What follows belongs to an exercise in optimizing a design on an open flow for small area; a production flow would make more cautious choices.
In this exercise RTL edits were held to simulation tests only and were not proved equivalent to the original.
Power is estimated from default activity; no workload was simulated.

--- flow/flow/run.sh ---
#!/bin/bash
# Layout flow: the standard layout (standard.sh) with three changes.
#  - Synthesis: flow/synth.tcl, the standard synthesis script with ABC run
#    on an area-oriented script (flow/area.abc).
#  - Port buffers: buffer_ports uses sky130_fd_sc_hd__buf_1 instead of the
#    clkdlybuf4s50_1 delay cell it picks by default; every port still gets
#    its own buffer.
#  - Clock tree: clkbuf_4 buffers and no dummy loads.
# make's full output goes to flow_make.log in this folder; the ORFS step logs
# stay under orfs/logs/.
set -euo pipefail
export AREA_ABC_SCRIPT="$PWD/flow/area.abc"
bash standard.sh \
  "SYNTH_SCRIPT=$PWD/flow/synth.tcl" \
  "BUFFER_PORTS_ARGS=-buffer_cell sky130_fd_sc_hd__buf_1" \
  "CTS_ARGS=-sink_clustering_enable -repair_clock_nets -buf_list sky130_fd_sc_hd__clkbuf_4 -dont_use_dummy_load" \
  finish > flow_make.log 2>&1
--- flow/flow/area.abc ---
&get -n
&st
&syn2
&dch
&put
amap
--- flow/flow/synth.tcl ---
# The standard synthesis (synth_recipe.tcl), with one change: ABC maps the
# logic with an area-oriented script (area.abc, beside this file) instead of
# ORFS's delay-oriented one. Registers are made before ABC runs, so their
# names and cells are those of the standard synthesis.
proc synth {args} { yosys synth -nofsm -noshare {*}$args }
proc abc {args} {
  set i [lsearch -exact $args -script]
  if {$i >= 0} { lset args [expr {$i+1}] $::env(AREA_ABC_SCRIPT) }
  yosys abc {*}$args
}
source $::env(SCRIPTS_DIR)/synth.tcl
# left out here: clear keep_hierarchy, flatten, clean up, hide names made inside functions, write 1_2_yosys.v
--- flow/standard.sh ---
#!/bin/bash
# synth_recipe.tcl (not shown) runs the flow's synth.tcl, then flattens the netlist and writes it again
# the make line also repeats each setting of config.mk as NAME=value (left out here)
make -C /OpenROAD-flow-scripts/flow DESIGN_CONFIG=/design/flow/config.mk WORK_HOME=/design/flow/orfs CLKGATE_MAP_FILE= SYNTH_SCRIPT=/design/flow/synth_recipe.tcl "${@:-finish}"
--- flow/config.mk ---
export PLATFORM = sky130hd
export DESIGN_NAME = posit_mult_32_4
export DESIGN_NICKNAME = posit_mult_32_4
export VERILOG_FILES = /design/flow/design.v
export SDC_FILE = /design/flow/constraint.sdc
export NUM_CORES = 4
export LEC_CHECK = 0
export CAP_MARGIN = 20
export CORE_MARGIN = 2
export CORE_UTILIZATION = 60
export SLEW_MARGIN = 20
--- flow/constraint.sdc ---
create_clock -name core_clock -period 10.0 [get_ports {clk}]
set_input_delay 2.0000 -clock core_clock [delete_from_list [all_inputs] [get_ports {clk}]]
set_output_delay 2.0000 -clock core_clock [all_outputs]
set_load 0.01 [all_outputs]
--- flow/design.v ---
module posit_mult_32_4 (
  input  wire        clk,
  input  wire [31:0] in1,
  input  wire [31:0] in2,
  input  wire        start,
  output wire [31:0] out,
  output wire        inf,
  output wire        zero,
  output wire        done
);
  reg  [6:0] cnt;
  wire [6:0] cnt_inc;
  pm_inc #(7) u_cinc (.a(cnt), .s(cnt_inc));
  wire c_lo_0  = (cnt[4:0] == 5'd0);
  wire ph_fill = ~cnt[6] & ~cnt[5];                   
  wire ph_wr   = cnt[6] & cnt[5];                     
  wire ph_b    = cnt[6] & ~cnt[5];                    
  wire at32    = ~cnt[6] & cnt[5] & c_lo_0;
  wire at64    = ph_b & c_lo_0;                       
  wire at65    = ph_b & (cnt[4:0] == 5'd1);           
  wire at66    = ph_b & (cnt[4:0] == 5'd2);           
  wire last    = ph_wr & (&cnt[4:0]);                 
  wire e1add   = ph_fill & cnt[4] & cnt[3] & cnt[2];       
  wire e2add   = ~cnt[6] & cnt[5] & ~cnt[4] & cnt[3] & ~cnt[2];   
  reg  [28:0] acc;
  always @(posedge clk)
    cnt <= at66 ? (acc[28] ? 7'd66 : 7'd96) : cnt_inc;
  wire s1 = in1[31], s2 = in2[31];
  reg  nz1, nz2;        
  assign inf  = (s1 & ~nz1) | (s2 & ~nz2);
  assign zero = ~s1 & ~nz1 & ~s2 & ~nz2;
  assign done = start;
  wire special = inf | ~nz1 | ~nz2;
  wire ms = s1 ^ s2;
  wire rc1 = in1[30] ^ s1, rc2 = in2[30] ^ s2;
  reg  [4:0]  F1;       
  reg         A1;       
  reg         N1;       
  reg  [27:3] M1;       
  wire [4:0]  F1_inc;
  pm_inc #(5) u_finc (.a(F1), .s(F1_inc));
  wire [31:0] v1 = {in1[30], in1[30:0]};
  wire [4:0]  idx1 = A1 ? F1 : ~cnt[4:0];
  wire        raw1 = v1[idx1];
  wire        term1 = ph_fill & ~A1 & (raw1 ^ in1[30]);
  wire        run1 = ph_fill & ~A1 & ~term1 & ~c_lo_0;     
  wire        x1bit = A1 & (raw1 ^ (s1 & N1));
  always @(posedge clk) begin
    if (last) begin
      A1 <= 1'b0; F1 <= 5'd0; N1 <= 1'b0;
    end else if (ph_fill) begin
      if (term1) A1 <= 1'b1;
      if (A1) F1 <= F1_inc;
      if (A1) N1 <= N1 | raw1;
    end
    if (ph_fill & ~e1add) M1 <= {x1bit, M1[27:4]};
    if (ph_fill & (&cnt[4:0])) nz1 <= in1[30] | A1 | term1;
  end
  reg  [5:0]  J2;       
  reg         A2;
  reg         N2;
  reg  [3:0]  E2;       
  wire [5:0]  J2_inc;
  pm_inc #(6) u_jinc (.a(J2), .s(J2_inc));
  wire        e2rd  = A2 & (&J2[5:2]);                
  wire        frac2 = A2 & J2[5] & ~(&J2[5:2]) & ~cnt[6];
  wire        scan2 = ph_fill | at32;                 
  wire [31:0] v2 = {in2[30], in2[30:0]};
  wire [4:0]  idx2 = frac2 ? J2[4:0] : ~cnt[4:0];
  wire        mux2 = v2[idx2];
  wire        raw2 = mux2 & (frac2 | ph_fill);
  wire        term2 = ~A2 & scan2 & (raw2 ^ in2[30]);
  wire        run2 = ~A2 & scan2 & ~term2 & ~c_lo_0;
  wire        x2bit = mux2 ^ (s2 & N2);
  always @(posedge clk) begin
    if (last) begin
      A2 <= 1'b0; J2 <= 6'd60; N2 <= 1'b0;
    end else begin
      if (term2) A2 <= 1'b1;
      if (A2 & (~cnt[6] | at64)) J2 <= J2_inc;
      if (frac2) N2 <= N2 | mux2;
      if (e2rd | e2add) E2 <= {E2[2:0], e2rd & (raw2 ^ s2)};
      if (at32) nz2 <= in2[30] | A2 | term2;
    end
  end
  reg         bq;       
  always @(posedge clk) bq <= frac2 ? x2bit : at64;
  reg         S, D0, D1;
  wire [28:0] addend = {bq, M1[27:3] & {25{bq}}, 3'b000};
  wire [25:3] sum_lo;
  wire        chi;
  pm_add #(23) u_lo (.a(acc[25:3]), .b(addend[25:3]), .ci(1'b0), .s(sum_lo), .co(chi));
  wire [2:0]  hi0, hi1;
  wire        co0, co1;
  pm_add #(3) u_hi (.a(acc[28:26]), .b(addend[28:26]), .ci(1'b0), .s(hi0), .co(co0));
  pm_inc1 #(3) u_hi1 (.a(hi0), .ci(1'b1), .s(hi1), .co(co1));
  wire [28:0] sum = {chi ? hi1 : hi0, sum_lo, acc[2:0]};
  wire        sum_co = chi ? (co0 | co1) : co0;
  reg         ovf;
  always @(posedge clk) if (at65) ovf <= sum_co;
  wire        c1 = s1 & ~N1, c2 = s2 & ~N2;
  reg  [6:0]  RA;
  reg  [3:0]  RL;
  reg         sgr;      
  wire        fin = at66 & ~acc[28];                  
  wire        big = RA[6] ? (~RA[5] | (RA[4:1] == 4'd0)) : (RA[5] | (&RA[4:1]));
  wire [6:0]  ra_clamp = big ? (RA[6] ? 7'b1100001 : 7'b0011110) : RA;
  wire        u1 = (run1 & rc1) | (at32 & c1) | ph_wr;
  wire        n1 = run1 & ~rc1;
  wire        u2 = run2 & rc2, n2 = run2 & ~rc2;
  wire        d0 = (u1 | n1) ^ (u2 | n2);
  wire        dneg = (n1 & ~u2) | (n2 & ~u1);
  wire        d1 = (u1 & u2) | dneg;
  wire        ebt = (e1add & x1bit) | (e2add & E2[3]);
  wire [1:0]  epos = e1add ? cnt[1:0] : ~cnt[1:0];
  wire        plus1 = (at64 & c2) | (at66 & acc[28]);
  wire [3:0]  lo_add = ({3'b000, plus1})
                     | ({4{ebt}} & {epos == 2'd3, epos == 2'd2, epos == 2'd1, epos == 2'd0});
  wire [10:0] ex_sum;
  wire        ex_co;
  pm_add #(11) u_ex (.a({RA, RL}), .b({{5{dneg}}, d1, d0, lo_add}), .ci(1'b0),
                     .s(ex_sum), .co(ex_co));
  always @(posedge clk) begin
    if (last) begin
      RA <= (rc1 & rc2) ? 7'b1111110 : ((rc1 | rc2) ? 7'b1111111 : 7'b0000000);
      RL <= 4'd0;
    end else if (fin) RA <= ra_clamp ^ {7{~RA[6]}};     
    else {RA, RL} <= ex_sum;
    if (fin) sgr <= RA[6];
  end
  wire [3:0]  e_o = RL;
  wire [4:0]  oi = RA[4:0];
  wire        W = ~RA[6];                             
  wire [4:0]  cl = cnt[4:0];
  wire        esel = ph_wr & cl[4] & cl[3] & (cl[2:1] != 2'b00);    
  wire        ebit = cl[2] ? (cl[1] ? (cl[0] ? ~sgr : sgr) : (cl[0] ? e_o[3] : e_o[2]))
                           : (cl[0] ? e_o[1] : e_o[0]);
  wire        src = esel ? ebit : sum[0];
  always @(posedge clk) begin
    acc <= {sum_co, sum[28:1]};
    D1 <= src;
    D0 <= D1;
    S  <= ~ph_fill & (S | D0);
  end
  reg         C;
  wire        L = src, G = D1, R = D0, St = S;
  wire        first = (oi == 5'd0);
  wire        rnd_en = ~(cl[4] & cl[3] & (cl[2:1] != 2'b00));       
  wire        ulp = rnd_en & G & (L | R | St);
  wire        cin = first ? ((G ^ ms) & (ulp ^ ms)) : C;
  wire        yv = (L ^ ms) ^ cin;
  wire        val = ~special & (W ? yv : (~sgr ^ ms));
  reg  [30:0] outr;
  always @(posedge clk) C <= (L ^ ms) & cin;
  genvar gi;
  generate for (gi = 0; gi < 31; gi = gi + 1) begin : g_out
    always @(posedge clk) if (ph_wr & (oi == gi)) outr[gi] <= val;
  end endgenerate
  assign out = {special ? inf : ms, outr};
endmodule
module pm_add #(parameter W = 4) (
  input  wire [W-1:0] a, b,
  input  wire         ci,
  output wire [W-1:0] s,
  output wire         co
);
  wire [W:0] c;
  assign c[0] = ci;
  genvar i;
  generate for (i = 0; i < W; i = i + 1) begin : g
    assign s[i] = a[i] ^ b[i] ^ c[i];
    assign c[i+1] = (a[i] & b[i]) | (c[i] & (a[i] ^ b[i]));
  end endgenerate
  assign co = c[W];
endmodule
module pm_inc #(parameter W = 4) (
  input  wire [W-1:0] a,
  output wire [W-1:0] s
);
  wire [W:0] c;
  assign c[0] = 1'b1;
  genvar i;
  generate for (i = 0; i < W; i = i + 1) begin : g
    assign s[i] = a[i] ^ c[i];
    assign c[i+1] = a[i] & c[i];
  end endgenerate
endmodule
module pm_inc1 #(parameter W = 4) (
  input  wire [W-1:0] a,
  input  wire         ci,
  output wire [W-1:0] s,
  output wire         co
);
  wire [W:0] c;
  assign c[0] = ci;
  genvar i;
  generate for (i = 0; i < W; i = i + 1) begin : g
    assign s[i] = a[i] ^ c[i];
    assign c[i+1] = a[i] & c[i];
  end endgenerate
  assign co = c[W];
endmodule
==> results by group, run 1 <==
Clock network
  • Number of CTS-inserted buffers: 17
  • Hold buffers post-CTS: 0
  • Post-CTS setup buffer count: 0
  • CTS Root Buffer Type: sky130_fd_sc_hd__clkbuf_4
  • H-tree depth reported by CTS: 4
  • Number of gates resized after CTS: 0
  • Clock Pin Slew Worst Setup and Hold Paths: about 120 ps
  • Clock tree from TritonCTS: built
  • Max Buffers Root-to-Sink: 2
  • Clock sinks: between 100 and 150
  • Source-to-sink clock delay at the later pin of the worst-skew pair: about 550 ps

Logic synthesis
  • Number of synthesized flops with an enable pin: 63
  • Yosys warnings: 1
  • Asr flop ratio synth: 0%
  • Most frequent cell after synthesis: sky130_fd_sc_hd__nor2_1
  • Post-synthesis net count: around 680
  • Post-synth top area share: approximately 31%
  • Sequential fraction of the synthesis area: 52.5%
  • Number of instances in the synthesized netlist: 559
  • Netlist area before placement: around 0.0062 mm²
  • Post-synth top flop: sky130_fd_sc_hd__dfxtp_1
  • Largest area contributor in the netlist: sky130_fd_sc_hd__edfxtp_1
  • Register bit total from synthesis: 130
  • Cell types with the highest counts after synthesis: sky130_fd_sc_hd__nor2_1 (82), sky130_fd_sc_hd__clkinv_1 (67), sky130_fd_sc_hd__dfxtp_1 (67)
  • Synth cell types: 36
  • Most area-consuming cells after synthesis: sky130_fd_sc_hd__edfxtp_1 (31%), sky130_fd_sc_hd__dfxtp_1 (22%), sky130_fd_sc_hd__fa_1 (11%)
  • Syn avg cell area: ~11 µm²

Critical path
  • Required time of the critical path: 10400 ps
  • Crit-path leading delay family: adder cells
  • Critical path arrival: between 9000 and 10000 ps
  • Setup crit start kind: register
  • Maximum cell stage delay along the critical path: approximately 460 ps
  • Library cell contributing the largest single delay on the critical path: sky130_fd_sc_hd__fa_1
  • Buffers & Inverters on Critical Path: 4
  • Critical setup path kind: register to register
  • Setup crit end kind: register
  • Crit-path max FO: 6
  • Cell with the most instances on the worst path: sky130_fd_sc_hd__fa_1

Finish
  • Filler Cells Inserted: around 760
  • Area occupied by registers: 0.00323 mm²
  • Synthesis-to-layout area growth: 11.5%
  • Count of inserted antenna diode cells: 0
  • Share of final-layout standard cells stronger than drive strength 1: between 3 and 4%
  • Area of the multi-input gates: between 0.002 and 0.003 mm²
  • Final nets: around 800

Min path
  • Type of the tightest min-delay check: register to register

Global routing
  • Global-route wire length before repair: ~21000 µm
  • Pin count of the biggest net entering global routing: 32
  • Vias in the first global route: 4516
  • Global Route Usage Sum: 24.1%
  • Antenna violations before repair: 1
  • Grt total ovfl: 0

Timing
  • Setup Total Neg Slack: 0 ps
  • Setup Viol. Count Final: 0
  • Largest clock skew in the final design: 45.5 ps
  • Maximum achievable frequency: ~110 MHz
  • Max-Slew Margin vs Limit: a little under a third
  • Share of the clock period used by the worst path: 93.6%
  • Final hold violation count: 0
  • Setup repair after global routing missed its margin: no
  • Time the final worst path needs with I/O delays and setup: approximately 9400 ps
  • Transition time at the pin with the least slew margin: 1040 ps
  • Max-slew violation total from the final report: 0

Routing
  • Number of DRC markers in iteration 0: ~170
  • Highest Signal Layer: met5
  • TritonRoute pass-1 iters: 5
  • Detailed-routing wirelength on met1: about 5600 µm
  • DRC violation count after routing: 0
  • Routed via count divided by cell count: 5.70
  • Met3 Wirelength: roughly 570 µm
  • Antenna viol nets, final: 0
  • Total met2 wirelength after detailed routing: 6040 µm
  • Detailed-route via count: around 4600
  • WL/cell: around 15 µm
  • Total length of routed wires: between 10000 and 15000 µm

Run status
  • Run status: no timing/DRC/antenna violations

Floorplanning
  • Die boundary height: ~110 µm
  • Initial core utilization: between 60% and 70%
  • Area enclosed by the die boundary: roughly 0.011 mm²
  • Core area: 0.00986 mm²
  • Die width: ~110 µm
  • I/O pin cnt: around 100
  • Number of cell rows: 36

Power
  • Cell Pwr Density: between 200 and 300 mW/mm²
  • Worst ir drop on vdd: roughly 0.18 mV
  • Power consumption: between 0.0015 and 0.002 W
  • Leak Pwr: around 2.4 nW

Job
  • Max Cap Viol: 0

Placement
  • Weighted congestion at the end of routability-driven global placement: around 0.9
  • DP Wirelength: between 9000 and 10000 µm
  • Total of buffers placed on input and output ports: 98
[worst reg2reg max path: cells and delay by family (launching register included)]
family          cells  cell delay [ps]
simple gates        1              130
flops               1              370
buf+inv             4              260
fa+ha+maj          23             8160
compound gates      1              270
[metrics by stage]
step                      std cells  instance area, µm²  setup slack [ps]  hold WS [ps]  utilization (%)
final                           809                6870               640           340             69.6
after global routing            809                6870               233           345             69.6
after CTS                       809                6850               596           342             69.4
after detailed placement        792                6720               683           313             68.2
after global placement          792                6720               937           315             68.2
after floorplan                 559                6160               849           310                -
[layout make-up]
type                       instances  share of cell area, %
inverter                          67                   3.66
clock buffer                      17                   1.86
timing repair buffer             101                   5.68
sequential                       130                   47.1
tap                              133                   2.42
multi-input combinational        361                   39.3
[final timing paths]
| kind | startpoint | endpoint | slack, ps | depth (start not counted) |
|---|---|---|---|---|
| setup / recovery | M1[3] | acc[26] | 640 | 29 |
| hold reg to reg | acc[2] | acc[1] | 340 | 0 |
| setup reg to reg | M1[3] | acc[26] | 640 | 29 |
| hold / removal | acc[2] | acc[1] | 340 | 0 |
[registers in the layout, indices dropped and copies added, names as in the netlist, 4 cells and up]
name,cells
M1,25
J2,6
RA,7
outr,31
E2,4
RL,4
F1,5
acc,29
cnt,7
[power breakdown]
part / internal [W] / switching [W]
Combinational: 0.000276 / 0.000419
Sequential: 0.000721 / 0.0000934
Clock: 0.0000774 / 0.000156
[cells by family after synthesis]
| family | share of synthesized area (%) |
|---|---|
| AOI/OAI and AO/OA | 15.3 |
| adders and majority gates | 15.0 |
| buffers and inverters | 4.20 |
| DFF | 52.5 |
| and+or+nand+nor | 13.1 |
[layout by cell type (no fill, tap or decap), types with 3 or more instances in the layout]
cell type,count
sky130_fd_sc_hd__a211oi_1,4
sky130_fd_sc_hd__a21oi_1,29
sky130_fd_sc_hd__a221o_1,7
sky130_fd_sc_hd__a221oi_1,13
sky130_fd_sc_hd__a22oi_1,12
sky130_fd_sc_hd__a31oi_1,7
sky130_fd_sc_hd__buf_1,98
sky130_fd_sc_hd__buf_4,3
sky130_fd_sc_hd__clkbuf_4,17
sky130_fd_sc_hd__clkinv_1,67
sky130_fd_sc_hd__dfxtp_1,67
sky130_fd_sc_hd__edfxtp_1,63
sky130_fd_sc_hd__fa_1,33
sky130_fd_sc_hd__ha_1,21
sky130_fd_sc_hd__nand2_1,23
sky130_fd_sc_hd__nand3_1,3
sky130_fd_sc_hd__nand4_1,13
sky130_fd_sc_hd__nor2_1,81
sky130_fd_sc_hd__nor2b_1,29
sky130_fd_sc_hd__nor3_1,7
sky130_fd_sc_hd__nor4_1,3
sky130_fd_sc_hd__o21ai_0,13
sky130_fd_sc_hd__o221ai_1,18
sky130_fd_sc_hd__o22ai_1,16
sky130_fd_sc_hd__or2_0,7
[routing by layer]
metal / GRT usage, % / vias up
met3: 5.88 / 27
met4: 10.3 / 2
met2: 38.7 / 118
met5: 0 / -
met1: 31.5 / 2189
li1: - / 2273
==> run 2: changes to the inputs <==
--- a/flow/design.v
+++ b/flow/design.v
@@ -21,7 +21,6 @@
   wire at66    = ph_b & (cnt[4:0] == 5'd2);           
   wire last    = ph_wr & (&cnt[4:0]);                 
   wire e1add   = ph_fill & cnt[4] & cnt[3] & cnt[2];       
-  wire e2add   = ~cnt[6] & cnt[5] & ~cnt[4] & cnt[3] & ~cnt[2];   
   reg  [28:0] acc;
   always @(posedge clk)
     cnt <= at66 ? (acc[28] ? 7'd66 : 7'd96) : cnt_inc;
@@ -59,7 +58,6 @@
   reg  [5:0]  J2;       
   reg         A2;
   reg         N2;
-  reg  [3:0]  E2;       
   wire [5:0]  J2_inc;
   pm_inc #(6) u_jinc (.a(J2), .s(J2_inc));
   wire        e2rd  = A2 & (&J2[5:2]);                
@@ -79,7 +77,6 @@
       if (term2) A2 <= 1'b1;
       if (A2 & (~cnt[6] | at64)) J2 <= J2_inc;
       if (frac2) N2 <= N2 | mux2;
-      if (e2rd | e2add) E2 <= {E2[2:0], e2rd & (raw2 ^ s2)};
       if (at32) nz2 <= in2[30] | A2 | term2;
     end
   end
@@ -105,17 +102,21 @@
   wire        fin = at66 & ~acc[28];                  
   wire        big = RA[6] ? (~RA[5] | (RA[4:1] == 4'd0)) : (RA[5] | (&RA[4:1]));
   wire [6:0]  ra_clamp = big ? (RA[6] ? 7'b1100001 : 7'b0011110) : RA;
+  wire        eb1 = e1add & x1bit;
+  wire        eb2 = e2rd & (raw2 ^ s2);
+  wire [1:0]  ep1 = cnt[1:0], ep2 = ~J2[1:0];
+  wire [3:0]  oh1 = {4{eb1}} & {ep1 == 2'd3, ep1 == 2'd2, ep1 == 2'd1, ep1 == 2'd0};
+  wire [3:0]  oh2 = {4{eb2}} & {ep2 == 2'd3, ep2 == 2'd2, ep2 == 2'd1, ep2 == 2'd0};
+  wire        same = |(oh1 & oh2);
+  wire        plus1 = (at64 & c2) | (at66 & acc[28]);
+  wire [3:0]  lo_add = same ? {oh1[2:0], 1'b0} : (oh1 | oh2 | {3'b000, plus1});
+  wire        lo_c   = same & oh1[3];
   wire        u1 = (run1 & rc1) | (at32 & c1) | ph_wr;
   wire        n1 = run1 & ~rc1;
   wire        u2 = run2 & rc2, n2 = run2 & ~rc2;
-  wire        d0 = (u1 | n1) ^ (u2 | n2);
+  wire        d0 = ((u1 | n1) ^ (u2 | n2)) | lo_c;      
   wire        dneg = (n1 & ~u2) | (n2 & ~u1);
   wire        d1 = (u1 & u2) | dneg;
-  wire        ebt = (e1add & x1bit) | (e2add & E2[3]);
-  wire [1:0]  epos = e1add ? cnt[1:0] : ~cnt[1:0];
-  wire        plus1 = (at64 & c2) | (at66 & acc[28]);
-  wire [3:0]  lo_add = ({3'b000, plus1})
-                     | ({4{ebt}} & {epos == 2'd3, epos == 2'd2, epos == 2'd1, epos == 2'd0});
   wire [10:0] ex_sum;
   wire        ex_co;
   pm_add #(11) u_ex (.a({RA, RL}), .b({{5{dneg}}, d1, d0, lo_add}), .ci(1'b0),
==> run 2 against run 1 <==
Effect of this change: sequential cell count fell by 4; maximum frequency increased by 1.5%; register-to-register slack improved by 140 ps; worst setup slack gained 140 ps; final cell count increased by 1.4%; worst hold slack better by 3.8 ps; utilization fell by 0.10 points; area after synthesis shrank 0.20%; largest power group unchanged; highest routed layer is now met4.
==> results by group, run 2 <==
Routing
  • Highest Signal Layer: met4
  • Antenna viol nets, final: 0 (unchanged)
  • TritonRoute pass-1 iters: 4 (-1)
  • Number of DRC markers in iteration 0: 225 (+31%)
  • WL/cell: 15.5 µm (+0.23%)
  • Total length of routed wires: 12700 µm (+1.6%)
  • DRC violation count after routing: 0 (unchanged)
  • Routed via count divided by cell count: 5.77 (+1.4%)
  • Detailed-routing wirelength on met1: 5600 µm (+0.11%)
  • Met3 Wirelength: 718 µm (+26%)
  • Total met2 wirelength after detailed routing: 6180 µm (+2.4%)
  • Detailed-route via count: 4735 (+2.7%)

Logic synthesis
  • Largest area contributor in the netlist: sky130_fd_sc_hd__edfxtp_1
  • Post-synth top area share: 28.8% (-1.9 points)
  • Syn avg cell area: 10.8 µm² (-1.8%)
  • Register bit total from synthesis: 126 (-3.1%)
  • Cell types with the highest counts after synthesis: sky130_fd_sc_hd__nor2_1 (76), sky130_fd_sc_hd__clkinv_1 (74), sky130_fd_sc_hd__dfxtp_1 (67)
  • Yosys warnings: 1 (unchanged)
  • Post-synthesis net count: 692 (+1.9%)
  • Number of instances in the synthesized netlist: 568 (+1.6%)
  • Synth cell types: 36 (unchanged)
  • Asr flop ratio synth: 0% (unchanged)
  • Most area-consuming cells after synthesis: sky130_fd_sc_hd__edfxtp_1 (29%), sky130_fd_sc_hd__dfxtp_1 (22%), sky130_fd_sc_hd__fa_1 (11%)
  • Netlist area before placement: 0.00615 mm² (-0.20%)
  • Post-synth top flop: sky130_fd_sc_hd__dfxtp_1
  • Number of synthesized flops with an enable pin: 59 (-6.3%)
  • Sequential fraction of the synthesis area: 50.6% (-1.8 points)
  • Most frequent cell after synthesis: sky130_fd_sc_hd__nor2_1

Clock network
  • Post-CTS setup buffer count: 0 (unchanged)
  • Number of CTS-inserted buffers: 17 (unchanged)
  • H-tree depth reported by CTS: 4 (unchanged)
  • Hold buffers post-CTS: 0 (unchanged)
  • Clock tree from TritonCTS: built
  • Max Buffers Root-to-Sink: 2 (unchanged)
  • Number of gates resized after CTS: 0 (unchanged)
  • Clock sinks: 126 (-3.1%)
  • Source-to-sink clock delay at the later pin of the worst-skew pair: 540 ps (about the same)
  • CTS Root Buffer Type: sky130_fd_sc_hd__clkbuf_4
  • Clock Pin Slew Worst Setup and Hold Paths: 90 ps (-30 ps)

Timing
  • Max-Slew Margin vs Limit: 41.3% (+11 points)
  • Largest clock skew in the final design: 46.4 ps (+0.961 ps)
  • Transition time at the pin with the least slew margin: 874 ps (-166 ps)
  • Final hold violation count: 0 (unchanged)
  • Slack of the critical path: 782 ps (+142 ps)
  • Max-slew violation total from the final report: 0 (unchanged)
  • Setup repair after global routing missed its margin: no
  • Maximum achievable frequency: 108 MHz (+1.5%)
  • Setup Viol. Count Final: 0 (unchanged)
  • Time the final worst path needs with I/O delays and setup: 9220 ps (-142 ps)
  • Share of the clock period used by the worst path: 92.2% (-1.4 points)
  • Setup Total Neg Slack: 0 ps (unchanged)

Global routing
  • Antenna violations before repair: 0 (-1)
  • Pin count of the biggest net entering global routing: 32 (unchanged)
  • Grt total ovfl: 0 (unchanged)
  • Global-route wire length before repair: 22200 µm (+5.6%)
  • Vias in the first global route: 4704 (+4.2%)
  • Global Route Usage Sum: 25.2% (+1.1 points)

Critical path
  • Setup crit start kind: register
  • Cell with the most instances on the worst path: sky130_fd_sc_hd__fa_1
  • Critical setup path kind: register to register
  • Required time of the critical path: 10400 ps (about the same)
  • Crit-path max FO: 6 (unchanged)
  • Buffers & Inverters on Critical Path: 4 (unchanged)
  • Setup crit end kind: register
  • Crit-path leading delay family: adder cells
  • Library cell contributing the largest single delay on the critical path: sky130_fd_sc_hd__fa_1
  • Maximum cell stage delay along the critical path: 460 ps (about the same)
  • Critical path arrival: 9620 ps (-140 ps)

Placement
  • Total of buffers placed on input and output ports: 98 (unchanged)
  • Cell count after placement: 803 (+1.4%)
  • DP Wirelength: 9580 µm (+1.6%)
  • Pre-CTS setup slack: 752 ps (+69.2 ps)
  • Weighted congestion at the end of routability-driven global placement: 0.866 (-2.6%)

Finish
  • Post-Layout Cell Count: 820 (+1.4%)
  • Largest registers: outr x31, acc x29, M1 x25
  • Commonest cells after routing, fill and taps aside: sky130_fd_sc_hd__buf_1 (98), sky130_fd_sc_hd__nor2_1 (75), sky130_fd_sc_hd__clkinv_1 (74)
  • Largest register by flop count: outr
  • Final nets: 813 (+1.9%)
  • Synthesis-to-layout area growth: 11.5% (about the same)
  • Most frequent standard cell in the layout excluding fill and tap cells: sky130_fd_sc_hd__buf_1
  • Max FFs per register: 31 (unchanged)
  • Count of inserted antenna diode cells: 0 (unchanged)
  • Share of final-layout standard cells stronger than drive strength 1: 3.64% (-0.059 points)

Power
  • Worst ir drop on vdd: 0.212 mV (+20%)
  • Leak Pwr: 2.41 nW (-0.19%)
  • Cell Pwr Density: 262 mW/mm² (+3.2%)

Floorplanning
  • Number of cell rows: 36 (unchanged)
  • Core area: 0.00986 mm² (unchanged)
  • I/O pin cnt: 101 (unchanged)
  • Initial core utilization: 62.3% (-0.13 points)
  • Area enclosed by the die boundary: 0.0111 mm² (-0.19%)
  • Die boundary height: 105 µm (about the same)
  • Die width: 105 µm (about the same)

Job
  • Max Cap Viol: 0 (unchanged)

Min path
  • Type of the tightest min-delay check: register to register

Run status
  • Run status: no timing/DRC/antenna violations
==> run 2: final cells by class <==
cell class	instances	area, µm²
tap	133	166
clock buffer	17	128
fill	801	3010
timing repair buffer	103	405
multi-input combinational	367	2770
sequential	126	3110
inverter	74	278
==> run 2: metal layers <==
layer / global-route usage [%] / vias to the layer above
met1: 33.0 / 2251
met5: 0 / -
li1: - / 2309
met4: 6.48 / 0
met2: 41.6 / 154
met3: 7.11 / 21
==> run 2: cells by family (layout without fill, tap and decap cells) <==
kind of cell	Yosys count	after routing	share of synthesized area (%)
adder cells (fa/ha/maj)	58	58	15.8
flip-flops	126	126	50.6
AND/OR/NAND/NOR	167	167	12.6
buffers and inverters	75	194	4.64
AO/OA/AOI/OAI	142	142	16.3
==> run 2: worst paths after layout <==
path          start       to  slack, ps  cells after the start
max           M1[3]  acc[26]        780                     29
min          acc[2]   acc[1]        340                      0
max reg2reg   M1[3]  acc[26]        780                     29
min reg2reg  acc[2]   acc[1]        340                      0
==> run 2: metrics by stage <==
stage	hold slack (ps)	cell area (µm²)	utilization (%)	total power, W
2_1_floorplan	310	6150	-	0.00136
3_5_place_dp	315	6730	68.2	0.00159
4_1_cts	345	6850	69.5	0.00181
3_3_place_gp	318	6730	68.2	0.00153
5_1_grt	351	6860	69.5	0.00198
6_report	343	6860	69.5	0.00180
==> run 2: report_power, final <==
group          switching, W  internal [W]  total, W
combinational      0.000450      0.000300  0.000750
sequential         0.000107      0.000709  0.000815
clock              0.000152     0.0000775  0.000230
total              0.000709       0.00109   0.00180
==> run 3: changes to the inputs <==
--- a/flow/design.v
+++ b/flow/design.v
@@ -34,7 +34,6 @@
   wire rc1 = in1[30] ^ s1, rc2 = in2[30] ^ s2;
   reg  [4:0]  F1;       
   reg         A1;       
-  reg         N1;       
   reg  [27:3] M1;       
   wire [4:0]  F1_inc;
   pm_inc #(5) u_finc (.a(F1), .s(F1_inc));
@@ -43,14 +42,13 @@
   wire        raw1 = v1[idx1];
   wire        term1 = ph_fill & ~A1 & (raw1 ^ in1[30]);
   wire        run1 = ph_fill & ~A1 & ~term1 & ~c_lo_0;     
-  wire        x1bit = A1 & (raw1 ^ (s1 & N1));
+  wire        x1bit = A1 ? (raw1 ^ s1) : s1;
   always @(posedge clk) begin
     if (last) begin
-      A1 <= 1'b0; F1 <= 5'd0; N1 <= 1'b0;
+      A1 <= 1'b0; F1 <= 5'd0;
     end else if (ph_fill) begin
       if (term1) A1 <= 1'b1;
       if (A1) F1 <= F1_inc;
-      if (A1) N1 <= N1 | raw1;
     end
     if (ph_fill & ~e1add) M1 <= {x1bit, M1[27:4]};
     if (ph_fill & (&cnt[4:0])) nz1 <= in1[30] | A1 | term1;
@@ -86,7 +84,7 @@
   wire [28:0] addend = {bq, M1[27:3] & {25{bq}}, 3'b000};
   wire [25:3] sum_lo;
   wire        chi;
-  pm_add #(23) u_lo (.a(acc[25:3]), .b(addend[25:3]), .ci(1'b0), .s(sum_lo), .co(chi));
+  pm_add #(23) u_lo (.a(acc[25:3]), .b(addend[25:3]), .ci(bq & s1), .s(sum_lo), .co(chi));
   wire [2:0]  hi0, hi1;
   wire        co0, co1;
   pm_add #(3) u_hi (.a(acc[28:26]), .b(addend[28:26]), .ci(1'b0), .s(hi0), .co(co0));
@@ -95,7 +93,7 @@
   wire        sum_co = chi ? (co0 | co1) : co0;
   reg         ovf;
   always @(posedge clk) if (at65) ovf <= sum_co;
-  wire        c1 = s1 & ~N1, c2 = s2 & ~N2;
+  wire        c2 = s2 & ~N2;
   reg  [6:0]  RA;
   reg  [3:0]  RL;
   reg         sgr;      
@@ -111,10 +109,10 @@
   wire        plus1 = (at64 & c2) | (at66 & acc[28]);
   wire [3:0]  lo_add = same ? {oh1[2:0], 1'b0} : (oh1 | oh2 | {3'b000, plus1});
   wire        lo_c   = same & oh1[3];
-  wire        u1 = (run1 & rc1) | (at32 & c1) | ph_wr;
+  wire        u1 = (run1 & rc1) | ph_wr;
   wire        n1 = run1 & ~rc1;
-  wire        u2 = run2 & rc2, n2 = run2 & ~rc2;
-  wire        d0 = ((u1 | n1) ^ (u2 | n2)) | lo_c;      
+  wire        u2 = (run2 & rc2) | lo_c, n2 = run2 & ~rc2;
+  wire        d0 = (u1 | n1) ^ (u2 | n2);
   wire        dneg = (n1 & ~u2) | (n2 & ~u1);
   wire        d1 = (u1 & u2) | dneg;
   wire [10:0] ex_sum;
==> run 3 against run 2 <==
Effect of this change: non-clock buffer count rose by 3; worst setup slack worse by 590 ps; count of clock-buffer cells in the layout unchanged; sequential power about the same; global-route usage down 0.88 points; worst hold slack got worse by 8.0 ps; clock power down 2%; synthesized cell count shrank 1.1%; critical path depth did not move; sequential cell count decreased by 1; routed wire length shrank 1.5%; critical path type is now input pin to register; largest cell class unchanged; highest routed layer unchanged.
==> results by group, run 3 <==
Clock network
  • Post-CTS setup buffer count: 0 (unchanged)
  • Clock sinks: 125 (-0.79%)
  • Number of CTS-inserted buffers: 17 (unchanged)
  • Max Buffers Root-to-Sink: 2 (unchanged)
  • H-tree depth reported by CTS: 4 (unchanged)
  • Hold buffers post-CTS: 0 (unchanged)
  • Clock tree from TritonCTS: built
  • Clock Pin Slew Worst Setup and Hold Paths: 90 ps (about the same)
  • Number of gates resized after CTS: 0 (unchanged)
  • Source-to-sink clock delay at the later pin of the worst-skew pair: 510 ps (-30 ps)
  • CTS Root Buffer Type: sky130_fd_sc_hd__clkbuf_4

Critical path
  • Timing endpoint of the critical path: acc[26]
  • Worst r2r path cells: 33 (+14%)
  • Setup crit start kind: input pin
  • Total stage count of the critical path: 29 (unchanged)
  • Crit-path leading delay family: adder cells
  • Buffers & Inverters on Critical Path: 4 (unchanged)
  • Cell with the most instances on the worst path: sky130_fd_sc_hd__fa_2
  • Required time of the critical path: 10380 ps (-20 ps)
  • Maximum cell stage delay along the critical path: 390 ps (-70 ps)
  • Worst reg2reg endpoint: RA[6]
  • Setup crit end kind: register
  • Library cell contributing the largest single delay on the critical path: sky130_fd_sc_hd__fa_2
  • Critical setup path kind: input pin to register
  • Crit-path max FO: 6 (unchanged)
  • First element of the critical path: in1[31]
  • Minimum setup slack among reg-to-reg paths: 1110 ps (+330 ps)
  • Startpoint of the worst register-to-register path: J2[3]
  • Critical path arrival: 10190 ps (+570 ps)

Routing
  • Number of DRC markers in iteration 0: 267 (+19%)
  • DRC violation count after routing: 0 (unchanged)
  • TritonRoute pass-1 iters: 5 (+1)
  • Antenna viol nets, final: 0 (unchanged)
  • Routed via count divided by cell count: 5.79 (+0.24%)
  • Total length of routed wires: 12500 µm (-1.5%)
  • WL/cell: 15.3 µm (-1.2%)
  • Detailed-route via count: 4729 (-0.13%)

Global routing
  • Most utilized layer in the global route result: met2
  • Global-route wire length before repair: 21400 µm (-3.5%)
  • Grt total ovfl: 0 (unchanged)
  • Vias in the first global route: 4630 (-1.6%)
  • Global Route Usage Sum: 24.3% (-0.88 points)
  • Antenna violations before repair: 0 (unchanged)
  • Met3 usage in global routing: 5.93% (-1.2 points)
  • Fraction of met1 tracks used by global routing: 31.7% (-1.4 points)
  • M2 GR Usage: 40.4% (-1.1 points)
  • Pin count of the biggest net entering global routing: 32 (unchanged)

Min path
  • Type of the tightest min-delay check: register to register

Finish
  • Synthesis-to-layout area growth: 12.7%
  • Largest registers: outr x31, acc x29, M1 x25
  • Commonest cells after routing, fill and taps aside: sky130_fd_sc_hd__buf_1 (98), sky130_fd_sc_hd__nor2_1 (75), sky130_fd_sc_hd__clkinv_1 (70)
  • Max FFs per register: 31 (unchanged)
  • Most frequent standard cell in the layout excluding fill and tap cells: sky130_fd_sc_hd__buf_1
  • Count of inserted antenna diode cells: 0 (unchanged)
  • Final nets: 810 (-0.37%)
  • Post-route cell area: 0.00688 mm² (+0.36%)
  • Largest register by flop count: outr
  • Share of final-layout standard cells stronger than drive strength 1: 7.16% (+3.5 points)

Logic synthesis
  • Largest area contributor in the netlist: sky130_fd_sc_hd__edfxtp_1
  • Post-synthesis net count: 686 (-0.87%)
  • Number of synthesized flops with an enable pin: 59 (unchanged)
  • Sequential fraction of the synthesis area: 50.6% (about the same)
  • Register bit total from synthesis: 125 (-0.79%)
  • Yosys warnings: 1 (unchanged)
  • Netlist area before placement: 0.00611 mm² (-0.65%)
  • Post-synth top area share: 29.0% (+0.19 points)
  • Asr flop ratio synth: 0% (unchanged)
  • Most frequent cell after synthesis: sky130_fd_sc_hd__nor2_1
  • Syn avg cell area: 10.9 µm² (+0.41%)
  • Most area-consuming cells after synthesis: sky130_fd_sc_hd__edfxtp_1 (29%), sky130_fd_sc_hd__dfxtp_1 (22%), sky130_fd_sc_hd__fa_1 (11%)
  • Synth cell types: 36 (unchanged)
  • Number of instances in the synthesized netlist: 562 (-1.1%)
  • Cell types with the highest counts after synthesis: sky130_fd_sc_hd__nor2_1 (76), sky130_fd_sc_hd__clkinv_1 (71), sky130_fd_sc_hd__dfxtp_1 (66)
  • Post-synth top flop: sky130_fd_sc_hd__dfxtp_1

Placement
  • DP Wirelength: 9370 µm (-2.2%)
  • Weighted congestion at the end of routability-driven global placement: 0.904 (+4.4%)
  • Total of buffers placed on input and output ports: 98 (unchanged)
  • Instance area after placement: 0.00675 mm² (+0.37%)

Timing
  • Maximum achievable frequency: 102 MHz (-6.0%)
  • Final hold violation count: 0 (unchanged)
  • Setup repair after global routing missed its margin: yes
  • Largest clock skew in the final design: 45.3 ps (-1.12 ps)
  • Share of the clock period used by the worst path: 98.1% (+5.9 points)
  • Transition time at the pin with the least slew margin: 993 ps (+119 ps)
  • Setup Viol. Count Final: 0 (unchanged)
  • Max-Slew Margin vs Limit: 33.3% (-8.0 points)
  • Setup Total Neg Slack: 0 ps (unchanged)
  • Time the final worst path needs with I/O delays and setup: 9810 ps (+593 ps)
  • Max-slew violation total from the final report: 0 (unchanged)

Run status
  • Run status: no timing/DRC/antenna violations

Power
  • Cell Pwr Density: 261 mW/mm² (-0.49%)
  • Worst ir drop on vdd: 0.175 mV (-18%)
  • Leak Pwr: 2.39 nW (-0.95%)

Floorplanning
  • Core area: 0.00982 mm² (-0.46%)
  • I/O pin cnt: 101 (unchanged)
  • Die width: 105 µm (-0.31%)
  • Area enclosed by the die boundary: 0.0110 mm² (-0.63%)
  • Die boundary height: 105 µm (-0.31%)
  • Number of cell rows: 36 (unchanged)
  • Initial core utilization: 62.2% (-0.12 points)

Job
  • Max Cap Viol: 0 (unchanged)
-- run 3: power by group --
group	internal (W)	switching (W)
Clock	0.0000776	0.000148
Combinational	0.000312	0.000441
Sequential	0.000708	0.000105
Total	0.00110	0.000695
-- run 3: routing by layer --
metal / vias to the layer above / part of all wire, %
met5: - / 0
met4: 0 / 1.6
met3: 22 / 5.2
met2: 151 / 50
met1: 2257 / 43
li1: 2299 / -
-- run 3: through the flow --
step | total power (W) | util [%] | hold slack, ps | setup slack [ps] | std cells
after CTS | 0.00181 | 70.0 | 338 | 153 | 817
after detailed placement | 0.00158 | 68.7 | 317 | -332 | 800
after floorplan | 0.00136 | - | 310 | 32.5 | 562
after global placement | 0.00153 | 68.7 | 318 | -221 | 800
final | 0.00179 | 70.1 | 335 | 189 | 817
after global routing | 0.00198 | 70.1 | 362 | -48.1 | 817
-- run 3: cell type report --
type	instances	area (µm²)
sequential	125	3090
fill	772	2940
multi-input combinational	365	2800
timing repair buffer	106	428
inverter	71	267
tap	133	166
clock buffer	17	128
-- run 3: cells by family after synthesis --
group                      after synthesis  synth area share, %
and+or+nand+nor                        171                 12.9
AOI/OAI and AO/OA                      136                 15.9
buffers and inverters                   72                 4.49
DFF                                    125                 50.6
adders and majority gates               58                 16.1
-- run 3: worst min path at each step --
stage	start	endpoint	slack [ps]	cells past startpoint
floorplan	acc[1]	acc[0]	310	0
global placement	acc[2]	acc[1]	320	0
detailed placement	acc[2]	acc[1]	320	0
CTS	acc[2]	acc[1]	340	0
global route	acc[2]	acc[1]	360	0
finish	acc[2]	acc[1]	340	0
==> run 4: changes to the inputs <==
--- a/flow/design.v
+++ b/flow/design.v
@@ -79,12 +79,17 @@
     end
   end
   reg         bq;       
-  always @(posedge clk) bq <= frac2 ? x2bit : at64;
+  reg         bqs;      
+  wire        bnext = frac2 ? x2bit : at64;
+  always @(posedge clk) begin
+    bq  <= bnext;
+    bqs <= bnext & s1;
+  end
   reg         S, D0, D1;
   wire [28:0] addend = {bq, M1[27:3] & {25{bq}}, 3'b000};
   wire [25:3] sum_lo;
   wire        chi;
-  pm_add #(23) u_lo (.a(acc[25:3]), .b(addend[25:3]), .ci(bq & s1), .s(sum_lo), .co(chi));
+  pm_add #(23) u_lo (.a(acc[25:3]), .b(addend[25:3]), .ci(bqs), .s(sum_lo), .co(chi));
   wire [2:0]  hi0, hi1;
   wire        co0, co1;
   pm_add #(3) u_hi (.a(acc[28:26]), .b(addend[28:26]), .ci(1'b0), .s(hi0), .co(co0));
==> run 4 against run 3 <==
Effect of this change: synthesized cell count up 0.53%; die area up 0.47%; register-to-register slack worse by 520 ps; count of clock-buffer cells in the layout unchanged; critical path type is now register to register; global-route usage down 0.64 points; sequential cell count up 1; area after synthesis up 0.49%; critical path depth down 1; design area down 0.40%; clock power up 2%.
==> results by group, run 4 <==
Run status
  • Run status: no timing/DRC/antenna violations

Clock network
  • Clock Pin Slew Worst Setup and Hold Paths: 110 ps (+20 ps)
  • Number of CTS-inserted buffers: 17 (unchanged)
  • Hold buffers post-CTS: 0 (unchanged)
  • Number of gates resized after CTS: 0 (unchanged)
  • CTS Root Buffer Type: sky130_fd_sc_hd__clkbuf_4
  • Max Buffers Root-to-Sink: 2 (unchanged)
  • H-tree depth reported by CTS: 4 (unchanged)
  • Clock sinks: 126 (+0.80%)
  • Source-to-sink clock delay at the later pin of the worst-skew pair: 520 ps (about the same)
  • Post-CTS setup buffer count: 0 (unchanged)
  • Clock tree from TritonCTS: built

Global routing
  • Grt total ovfl: 0 (unchanged)
  • Vias in the first global route: 4478 (-3.3%)
  • Global-route wire length before repair: 20900 µm (-2.4%)
  • Global Route Usage Sum: 23.7% (-0.64 points)
  • Pin count of the biggest net entering global routing: 32 (unchanged)
  • Antenna violations before repair: 0 (unchanged)

Critical path
  • Worst r2r path cells: 28 (-15%)
  • Worst reg2reg endpoint: acc[26]
  • Setup crit start kind: register
  • Cell with the most instances on the worst path: sky130_fd_sc_hd__fa_1
  • Maximum cell stage delay along the critical path: 460 ps (+70 ps)
  • Library cell contributing the largest single delay on the critical path: sky130_fd_sc_hd__fa_1
  • Crit-path max FO: 6 (unchanged)
  • Startpoint of the worst register-to-register path: M1[3]
  • Required time of the critical path: 10420 ps (+40 ps)
  • Critical setup path kind: register to register
  • Setup crit end kind: register
  • Minimum setup slack among reg-to-reg paths: 590 ps (-520 ps)
  • First element of the critical path: M1[3]
  • Critical path arrival: 9830 ps (-360 ps)
  • Timing endpoint of the critical path: acc[26]

Logic synthesis
  • Netlist area before placement: 0.00614 mm² (+0.49%)
  • Number of synthesized flops with an enable pin: 59 (unchanged)
  • Syn avg cell area: 10.9 µm² (about the same)
  • Synthesized-area fraction occupied by adder cells: 16.0% (-0.079 points)
  • Largest area contributor in the netlist: sky130_fd_sc_hd__edfxtp_1
  • Post-synth top area share: 28.9% (-0.14 points)
  • Most frequent cell after synthesis: sky130_fd_sc_hd__nor2_1
  • Yosys warnings: 1 (unchanged)
  • Register bit total from synthesis: 126 (+0.80%)
  • Post-synth top flop: sky130_fd_sc_hd__dfxtp_1
  • Number of instances in the synthesized netlist: 565 (+0.53%)
  • Sequential fraction of the synthesis area: 50.7% (+0.078 points)
  • Asr flop ratio synth: 0% (unchanged)
  • Post-synthesis net count: 689 (+0.44%)
  • Synth cell types: 38 (+5.6%)
  • Cell types with the highest counts after synthesis: sky130_fd_sc_hd__nor2_1 (79), sky130_fd_sc_hd__clkinv_1 (72), sky130_fd_sc_hd__dfxtp_1 (67)
  • Share of synthesized cell area in and, or, nand and nor gates: 12.8% (-0.10 points)
  • Xor and xnor fraction of the mapped netlist area: 0% (unchanged)
  • Combinational family with the most area after synthesis: adder cells
  • Most area-consuming cells after synthesis: sky130_fd_sc_hd__edfxtp_1 (29%), sky130_fd_sc_hd__dfxtp_1 (22%), sky130_fd_sc_hd__fa_1 (11%)
  • Multiplexer area fraction after synthesis: 0% (unchanged)
  • Compound-cell area share of the yosys netlist: 16.0% (+0.065 points)

Timing
  • Setup repair after global routing missed its margin: no
  • Transition time at the pin with the least slew margin: 862 ps (-131 ps)
  • Maximum achievable frequency: 106 MHz (+4.2%)
  • Final hold violation count: 0 (unchanged)
  • Setup Viol. Count Final: 0 (unchanged)
  • Slack of the critical path: 587 ps (+398 ps)
  • Largest clock skew in the final design: 40.0 ps (-5.33 ps)
  • Setup Total Neg Slack: 0 ps (unchanged)
  • Hold Slack: 323 ps (-12.8 ps)
  • Time the final worst path needs with I/O delays and setup: 9410 ps (-398 ps)
  • Max-Slew Margin vs Limit: 41.9% (+8.6 points)
  • Max-slew violation total from the final report: 0 (unchanged)
  • Share of the clock period used by the worst path: 94.1% (-4.0 points)

Placement
  • DP Wirelength: 9220 µm (-1.5%)
  • Pre-CTS setup slack: 599 ps (+931 ps)
  • Cell count after placement: 801 (+0.13%)
  • Total of buffers placed on input and output ports: 98 (unchanged)
  • Instance area after placement: 0.00673 mm² (-0.33%)
  • Weighted congestion at the end of routability-driven global placement: 0.854 (-5.5%)

Floorplanning
  • Die width: 105 µm (+0.23%)
  • Die boundary height: 105 µm (+0.23%)
  • Initial core utilization: 62.2% (about the same)
  • I/O pin cnt: 101 (unchanged)
  • Number of cell rows: 36 (unchanged)
  • Area enclosed by the die boundary: 0.0111 mm² (+0.47%)
  • Core area: 0.00986 mm² (+0.46%)

Finish
  • Post-Layout Cell Count: 818 (+0.12%)
  • Filler Cells Inserted: 763 (-1.2%)
  • Largest register by flop count: outr
  • Post-route cell area: 0.00686 mm² (-0.40%)
  • Area of the multi-input gates: 0.00277 mm² (-1.3%)
  • Count of inserted antenna diode cells: 0 (unchanged)
  • Final nets: 811 (+0.12%)
  • Area occupied by registers: 0.00311 mm² (+0.65%)
  • Synthesis-to-layout area growth: 11.7%
  • Commonest cells after routing, fill and taps aside: sky130_fd_sc_hd__buf_1 (98), sky130_fd_sc_hd__nor2_1 (78), sky130_fd_sc_hd__clkinv_1 (72)
  • Max FFs per register: 31 (unchanged)
  • Share of final-layout standard cells stronger than drive strength 1: 3.80% (-3.4 points)
  • Most frequent standard cell in the layout excluding fill and tap cells: sky130_fd_sc_hd__buf_1
  • Largest registers: outr x31, acc x29, M1 x25

Routing
  • Total met2 wirelength after detailed routing: 5970 µm (-5.0%)
  • Antenna viol nets, final: 0 (unchanged)
  • Routed via count divided by cell count: 5.77 (-0.25%)
  • Detailed-routing wirelength on met1: 5390 µm (about the same)
  • Highest Signal Layer: met4
  • Total length of routed wires: 12200 µm (-2.3%)
  • Met3 Wirelength: 671 µm (+3.7%)
  • WL/cell: 15.0 µm (-2.4%)
  • Number of DRC markers in iteration 0: 235 (-12%)
  • Detailed-route via count: 4723 (-0.13%)
  • DRC violation count after routing: 0 (unchanged)
  • TritonRoute pass-1 iters: 5 (unchanged)

Job
  • Max Cap Viol: 0 (unchanged)

Power
  • Worst ir drop on vdd: 0.198 mV (+13%)
  • Cell Pwr Density: 266 mW/mm² (+2.1%)
  • Leak Pwr: 2.42 nW (+1.3%)

Min path
  • Type of the tightest min-delay check: register to register
==> run 4: logic make-up (layout without fill, tap and decap cells) <==
group	after synthesis	after routing
buffers and inverters	73	193
flip-flops	126	126
AO/OA/AOI/OAI	138	138
adder cells (fa/ha/maj)	58	58
AND/OR/NAND/NOR	170	170
==> run 4: how the worst min path moves through the flow <==
stage                       from  cells past startpoint     end
after floorplan           acc[1]                      0  acc[0]
after global placement    acc[1]                      0  acc[0]
after detailed placement  acc[1]                      0  acc[0]
after CTS                 acc[1]                      0  acc[0]
after global routing      acc[1]                      0  acc[0]
final                     acc[1]                      0  acc[0]
==> run 4: report_power, final <==
part,switching [W],total (W),internal [W],leakage [nW]
sequential,0.000105,0.000817,0.000712,1.13
clock,0.000153,0.000230,0.0000774,0.0782
combinational,0.000461,0.000777,0.000316,1.21
total,0.000719,0.00182,0.00110,2.42
==> run 4: layout make-up <==
| class | instances | area share, % |
|---|---|---|
| Sequential cell | 126 | 45.4 |
| Timing Repair Buffer | 104 | 6.02 |
| Inverter | 72 | 3.94 |
| Tap cell | 133 | 2.43 |
| Multi-Input combinational cell | 366 | 40.3 |
| Clock buffer | 17 | 1.86 |
==> run 4: worst max-delay path: cells and delay by family, from the launching register on <==
family | cells | cell delay [ps]
adders and majority gates | 23 | 8330
and+or+nand+nor | 1 | 90
DFF | 1 | 390
buffers and inverters | 3 | 230
AOI/OAI and AO/OA | 1 | 260
==> run 4: per-stage QoR <==
stage | total power [W] | utilization, %
finish | 0.00182 | 69.5
global route | 0.00201 | 69.5
CTS | 0.00184 | 69.5
detailed placement | 0.00161 | 68.2
global placement | 0.00156 | 68.2
floorplan | 0.00139 | -
==> run 4: per-layer routing <==
layer / global-route usage [%] / vias up
met3: 5.49 / 23
met5: 0 / -
met2: 39.7 / 160
met1: 30.6 / 2235
li1: - / 2305
met4: 7.62 / 0
==> run 5: changes to the inputs <==
--- a/flow/design.v
+++ b/flow/design.v
@@ -53,29 +53,30 @@
     if (ph_fill & ~e1add) M1 <= {x1bit, M1[27:4]};
     if (ph_fill & (&cnt[4:0])) nz1 <= in1[30] | A1 | term1;
   end
-  reg  [5:0]  J2;       
+  reg  [4:0]  J2;       
   reg         A2;
   reg         N2;
-  wire [5:0]  J2_inc;
-  pm_inc #(6) u_jinc (.a(J2), .s(J2_inc));
-  wire        e2rd  = A2 & (&J2[5:2]);                
-  wire        frac2 = A2 & J2[5] & ~(&J2[5:2]) & ~cnt[6];
-  wire        scan2 = ph_fill | at32;                 
+  wire [4:0]  J2_inc;
+  pm_inc #(5) u_jinc (.a(J2), .s(J2_inc));
+  wire        ph_m   = ~cnt[6] & cnt[5];              
+  wire        e2ph   = &J2[4:2];                      
+  wire        e2rd   = A2 & e2ph & ph_m;
+  wire        frac2  = A2 & ~e2ph & ph_m;
+  wire        scan2  = ph_m & ~c_lo_0;                
   wire [31:0] v2 = {in2[30], in2[30:0]};
-  wire [4:0]  idx2 = frac2 ? J2[4:0] : ~cnt[4:0];
+  wire [4:0]  idx2 = frac2 ? J2 : ~cnt[4:0];
   wire        mux2 = v2[idx2];
-  wire        raw2 = mux2 & (frac2 | ph_fill);
-  wire        term2 = ~A2 & scan2 & (raw2 ^ in2[30]);
-  wire        run2 = ~A2 & scan2 & ~term2 & ~c_lo_0;
+  wire        term2 = ~A2 & scan2 & (mux2 ^ in2[30]);
+  wire        run2 = ~A2 & scan2 & ~term2;
   wire        x2bit = mux2 ^ (s2 & N2);
   always @(posedge clk) begin
     if (last) begin
-      A2 <= 1'b0; J2 <= 6'd60; N2 <= 1'b0;
+      A2 <= 1'b0; J2 <= 5'd28; N2 <= 1'b0;
     end else begin
       if (term2) A2 <= 1'b1;
-      if (A2 & (~cnt[6] | at64)) J2 <= J2_inc;
+      if (A2 & ph_m) J2 <= J2_inc;
       if (frac2) N2 <= N2 | mux2;
-      if (at32) nz2 <= in2[30] | A2 | term2;
+      if (at64) nz2 <= in2[30] | A2;
     end
   end
   reg         bq;       
@@ -106,23 +107,21 @@
   wire        big = RA[6] ? (~RA[5] | (RA[4:1] == 4'd0)) : (RA[5] | (&RA[4:1]));
   wire [6:0]  ra_clamp = big ? (RA[6] ? 7'b1100001 : 7'b0011110) : RA;
   wire        eb1 = e1add & x1bit;
-  wire        eb2 = e2rd & (raw2 ^ s2);
-  wire [1:0]  ep1 = cnt[1:0], ep2 = ~J2[1:0];
-  wire [3:0]  oh1 = {4{eb1}} & {ep1 == 2'd3, ep1 == 2'd2, ep1 == 2'd1, ep1 == 2'd0};
-  wire [3:0]  oh2 = {4{eb2}} & {ep2 == 2'd3, ep2 == 2'd2, ep2 == 2'd1, ep2 == 2'd0};
-  wire        same = |(oh1 & oh2);
-  wire        plus1 = (at64 & c2) | (at66 & acc[28]);
-  wire [3:0]  lo_add = same ? {oh1[2:0], 1'b0} : (oh1 | oh2 | {3'b000, plus1});
-  wire        lo_c   = same & oh1[3];
-  wire        u1 = (run1 & rc1) | ph_wr;
-  wire        n1 = run1 & ~rc1;
-  wire        u2 = (run2 & rc2) | lo_c, n2 = run2 & ~rc2;
-  wire        d0 = (u1 | n1) ^ (u2 | n2);
-  wire        dneg = (n1 & ~u2) | (n2 & ~u1);
-  wire        d1 = (u1 & u2) | dneg;
+  wire        eb2 = e2rd & (mux2 ^ s2);
+  wire [1:0]  ep = e1add ? cnt[1:0] : ~J2[1:0];
+  wire        eb = eb1 | eb2;
+  wire        pend = ~A2 | e2ph;                      
+  wire        p16 = at64 & pend & s2 & (~A2 | (J2[1:0] == 2'd0));
+  wire [3:0]  p64 = pend ? ({4{s2 & A2}} & {J2[1:0] == 2'd1, J2[1:0] == 2'd2,
+                                             J2[1:0] == 2'd3, 1'b0})
+                         : {3'b000, c2};
+  wire [3:0]  lo_add = ({4{eb}} & {ep == 2'd3, ep == 2'd2, ep == 2'd1, ep == 2'd0})
+                     | ({4{at64}} & p64) | {3'b000, at66 & acc[28]};
+  wire        up = (run1 & rc1) | (run2 & rc2) | p16 | ph_wr;
+  wire        dn = (run1 & ~rc1) | (run2 & ~rc2);
   wire [10:0] ex_sum;
   wire        ex_co;
-  pm_add #(11) u_ex (.a({RA, RL}), .b({{5{dneg}}, d1, d0, lo_add}), .ci(1'b0),
+  pm_add #(11) u_ex (.a({RA, RL}), .b({{6{dn}}, up | dn, lo_add}), .ci(1'b0),
                      .s(ex_sum), .co(ex_co));
   always @(posedge clk) begin
     if (last) begin
==> run 5 against run 4 <==
Effect of this change: combinational power decreased by about 70%; maximum frequency decreased by 0.93%; sequential cell count decreased by 1; first-iteration DRC count decreased by 18%; area after synthesis decreased by 2.5%; worst setup slack got worse by 89 ps; non-clock buffer count increased by 2; sequential share of layout area increased by 0.70 points; sequential power decreased by 21%; synthesized cell count decreased by 4.2%; critical path type unchanged; largest power group unchanged; highest routed layer unchanged.
==> results by group, run 5 <==
Clock network
  • Post-CTS setup buffer count: 0 (unchanged)
  • Source-to-sink clock delay at the later pin of the worst-skew pair: 520 ps (about the same)
  • Max Buffers Root-to-Sink: 2 (unchanged)
  • CTS Root Buffer Type: sky130_fd_sc_hd__clkbuf_4
  • Clock sinks: 125 (-0.79%)
  • H-tree depth reported by CTS: 4 (unchanged)
  • Number of CTS-inserted buffers: 17 (unchanged)
  • Clock tree from TritonCTS: built
  • Clock Pin Slew Worst Setup and Hold Paths: 100 ps (about the same)
  • Hold buffers post-CTS: 0 (unchanged)
  • Number of gates resized after CTS: 0 (unchanged)

Logic synthesis
  • Number of synthesized flops with an enable pin: 59 (unchanged)
  • Post-synth top area share: 29.6% (+0.74 points)
  • Largest area contributor in the netlist: sky130_fd_sc_hd__edfxtp_1
  • Post-synthesis net count: 663 (-3.8%)
  • Register bit total from synthesis: 125 (-0.79%)
  • Cell types with the highest counts after synthesis: sky130_fd_sc_hd__nor2_1 (77), sky130_fd_sc_hd__clkinv_1 (67), sky130_fd_sc_hd__dfxtp_1 (66)
  • Most frequent cell after synthesis: sky130_fd_sc_hd__nor2_1
  • Syn avg cell area: 11.1 µm² (+1.8%)
  • Yosys warnings: 1 (unchanged)
  • Synth cell types: 37 (-2.6%)
  • Most area-consuming cells after synthesis: sky130_fd_sc_hd__edfxtp_1 (30%), sky130_fd_sc_hd__dfxtp_1 (22%), sky130_fd_sc_hd__fa_1 (11%)
  • Netlist area before placement: 0.00599 mm² (-2.5%)
  • Number of instances in the synthesized netlist: 541 (-4.2%)
  • Asr flop ratio synth: 0% (unchanged)
  • Sequential fraction of the synthesis area: 51.7% (+0.96 points)
  • Post-synth top flop: sky130_fd_sc_hd__dfxtp_1

Floorplanning
  • Area enclosed by the die boundary: 0.0108 mm² (-2.4%)
  • I/O pin cnt: 101 (unchanged)
  • Initial core utilization: 61.5% (-0.70 points)
  • Number of cell rows: 36 (unchanged)
  • Core area: 0.00973 mm² (-1.4%)
  • Die width: 104 µm (-1.2%)
  • Die boundary height: 104 µm (-1.2%)

Global routing
  • Global Route Usage Sum: 23.1% (-0.60 points)
  • Grt total ovfl: 0 (unchanged)
  • Antenna violations before repair: 0 (unchanged)
  • Vias in the first global route: 4389 (-2.0%)
  • Global-route wire length before repair: 20100 µm (-3.9%)
  • Pin count of the biggest net entering global routing: 32 (unchanged)

Finish
  • Final nets: 787 (-3.0%)
  • Share of final-layout standard cells stronger than drive strength 1: 4.07% (+0.28 points)
  • Filler Cells Inserted: 765 (+0.26%)
  • Share of the core filled with cells in the final layout: 68.9% (-0.55 points)
  • Count of inserted antenna diode cells: 0 (unchanged)
  • Synthesis-to-layout area growth: 12.1%
  • Post-route cell area: 0.00671 mm² (-2.2%)
  • Largest register by flop count: outr
  • Max FFs per register: 31 (unchanged)
  • Largest registers: outr x31, acc x29, M1 x25
  • Commonest cells after routing, fill and taps aside: sky130_fd_sc_hd__buf_1 (98), sky130_fd_sc_hd__nor2_1 (76), sky130_fd_sc_hd__clkinv_1 (67)
  • Most frequent standard cell in the layout excluding fill and tap cells: sky130_fd_sc_hd__buf_1

Timing
  • Share of the clock period used by the worst path: 95.0% (+0.89 points)
  • Max-slew violation total from the final report: 0 (unchanged)
  • Max-Slew Margin vs Limit: 38.6% (-3.3 points)
  • Final hold violation count: 0 (unchanged)
  • Time the final worst path needs with I/O delays and setup: 9500 ps (+88.8 ps)
  • Setup repair after global routing missed its margin: no
  • Maximum achievable frequency: 105 MHz (-0.93%)
  • Hold Slack: 321 ps (-1.57 ps)
  • Transition time at the pin with the least slew margin: 921 ps (+59.0 ps)
  • Setup Viol. Count Final: 0 (unchanged)
  • Setup Total Neg Slack: 0 ps (unchanged)
  • Largest clock skew in the final design: 35.6 ps (-4.35 ps)

Routing
  • WL/cell: 14.6 µm (-2.3%)
  • Total length of routed wires: 11600 µm (-4.9%)
  • TritonRoute pass-1 iters: 5 (unchanged)
  • Antenna viol nets, final: 0 (unchanged)
  • Routed via count divided by cell count: 5.67 (-1.8%)
  • DRC violation count after routing: 0 (unchanged)
  • Detailed-route via count: 4515 (-4.4%)
  • Number of DRC markers in iteration 0: 192 (-18%)

Critical path
  • Buffers & Inverters on Critical Path: 3 (unchanged)
  • Required time of the critical path: 10380 ps (-40 ps)
  • Crit-path leading delay family: adder cells
  • Library cell contributing the largest single delay on the critical path: sky130_fd_sc_hd__fa_1
  • Setup crit end kind: register
  • Maximum cell stage delay along the critical path: 470 ps (about the same)
  • Cell with the most instances on the worst path: sky130_fd_sc_hd__fa_1
  • Crit-path max FO: 6 (unchanged)
  • Critical path arrival: 9880 ps (+50 ps)
  • Critical setup path kind: register to register
  • Setup crit start kind: register

Power
  • Net Sw Frac: 30.7% (-8.7 points)
  • Portion of total power attributed to the clock network: 20.4% (+7.8 points)
  • Total internal power: 0.000763 W (-31%)
  • Cell Pwr Density: 164 mW/mm² (-38%)
  • Sw power: 0.000338 W (-53%)
  • Sequential fraction of design power: 58.6% (+14 points)
  • Leak Pwr: 2.42 nW (-0.14%)
  • Worst ir drop on vdd: 0.111 mV (-44%)
  • Combinational share of power: 21.0% (-22 points)

Run status
  • Run status: no timing/DRC/antenna violations

Placement
  • Instance area after placement: 0.00658 mm² (-2.2%)
  • Weighted congestion at the end of routability-driven global placement: 0.865 (+1.3%)
  • DP Wirelength: 8820 µm (-4.4%)
  • Total of buffers placed on input and output ports: 98 (unchanged)

Min path
  • Type of the tightest min-delay check: register to register

Job
  • Max Cap Viol: 0 (unchanged)
## run 5: cell types whose count changed after synthesis, sizes merged, moves of 3 or more
cell	previous run	this run
a21oi	28	23
a221oi	16	13
o221ai	19	25
o21ai	13	6
nor2b	31	28
clkinv	72	67
nor3	13	7
a221o	7	2
## run 5: final cells by class
type | count | area [µm²] | area share, %
Multi-Input combinational cell | 348 | 2640 | 39.4
Sequential cell | 125 | 3090 | 46.1
Inverter | 67 | 251 | 3.75
Clock buffer | 17 | 128 | 1.90
Tap cell | 133 | 166 | 2.48
Timing Repair Buffer | 106 | 428 | 6.38
## run 5: metrics by stage
step	total power [W]	worst slack (ps)	cells
2_1_floorplan	0.000814	939	541
3_3_place_gp	0.000878	785	779
3_5_place_dp	0.000888	523	779
4_1_cts	0.00111	472	796
5_1_grt	0.00117	9.05	796
6_report	0.00110	498	796
## run 5: logic make-up (layout without fill, tap and decap cells)
| logic type | Yosys count | count (layout) | share of synthesized area (%) |
|---|---|---|---|
| adder cells (fa/ha/maj) | 56 | 56 | 16.0 |
| AND/OR/NAND/NOR | 166 | 166 | 13.0 |
| flip-flops | 125 | 125 | 51.7 |
| AO/OA/AOI/OAI | 126 | 126 | 15.1 |
| buffers and inverters | 68 | 190 | 4.33 |
## run 5: final timing paths
check | from | end | slack [ps] | cells after the start
setup / recovery | M1[3] | acc[26] | 500 | 28
hold / removal | acc[1] | acc[0] | 320 | 0
setup reg to reg | M1[3] | acc[26] | 500 | 28
hold reg to reg | acc[1] | acc[0] | 320 | 0
## run 5: metal layers
| metal | part of all wire [%] | global-route usage (%) | vias up |
|---|---|---|---|
| met5 | 0 | 0 | - |
| met4 | 1.6 | 7.72 | 0 |
| met3 | 5.4 | 6.20 | 21 |
| met2 | 48 | 38.4 | 144 |
| met1 | 45 | 29.5 | 2120 |
| li1 | - | - | 2230 |
## run 5: power groups by stage
stage          clock network (W)  logic, W  registers (W)
6_report                0.000225  0.000231       0.000645
5_1_grt                 0.000248  0.000268       0.000655
4_1_cts                 0.000231  0.000232       0.000645
3_5_place_dp                   0  0.000231       0.000657
3_3_place_gp                   0  0.000225       0.000653
2_1_floorplan                  0  0.000173       0.000641

-- what the ideal ports hide --
Ports are ideal in the flow. The routed layouts listed here were re-timed in OpenROAD.
Step 1 sets driving cells, clkbuf_16 on the clock port and buf_2 on the other inputs (assumed; they add their load-dependent delay and slew).
Step 2 also shifts input and output timing later by t, the mid clock arrival at the registers, as if the neighbouring blocks saw the same clock.
Three values: no drivers, after step 1, after step 2; two values: the first two.
run | t (ns) | slack for setup (ns) | worst hold slack (ns) | worst setup path after step 2 | slew at the worst register clock pin (ns)
run 1 | 0.560 | 0.640 / 0.640 / 0.640 | 0.340 / 0.340 / 0.340 | register to register | 0.12 / 0.12
run 2 | 0.547 | 0.782 / 0.782 / 0.782 | 0.343 / 0.343 / 0.343 | register to register | 0.12 / 0.12
run 3 | 0.520 | 0.189 / 0.200 / -0.320 | 0.335 / 0.335 / 0.335 | input to register | 0.11 / 0.11
run 4 | 0.536 | 0.587 / 0.587 / 0.587 | 0.323 / 0.323 / 0.323 | register to register | 0.11 / 0.11
run 5 | 0.537 | 0.498 / 0.498 / 0.498 | 0.321 / 0.321 / 0.321 | register to register | 0.10 / 0.10
With both steps, setup timing fails in run 3, where it was met with ideal ports. For run 3, which loses most, drivers alone change the setup slack by +0.011 ns; drivers and shift together by -0.509 ns.
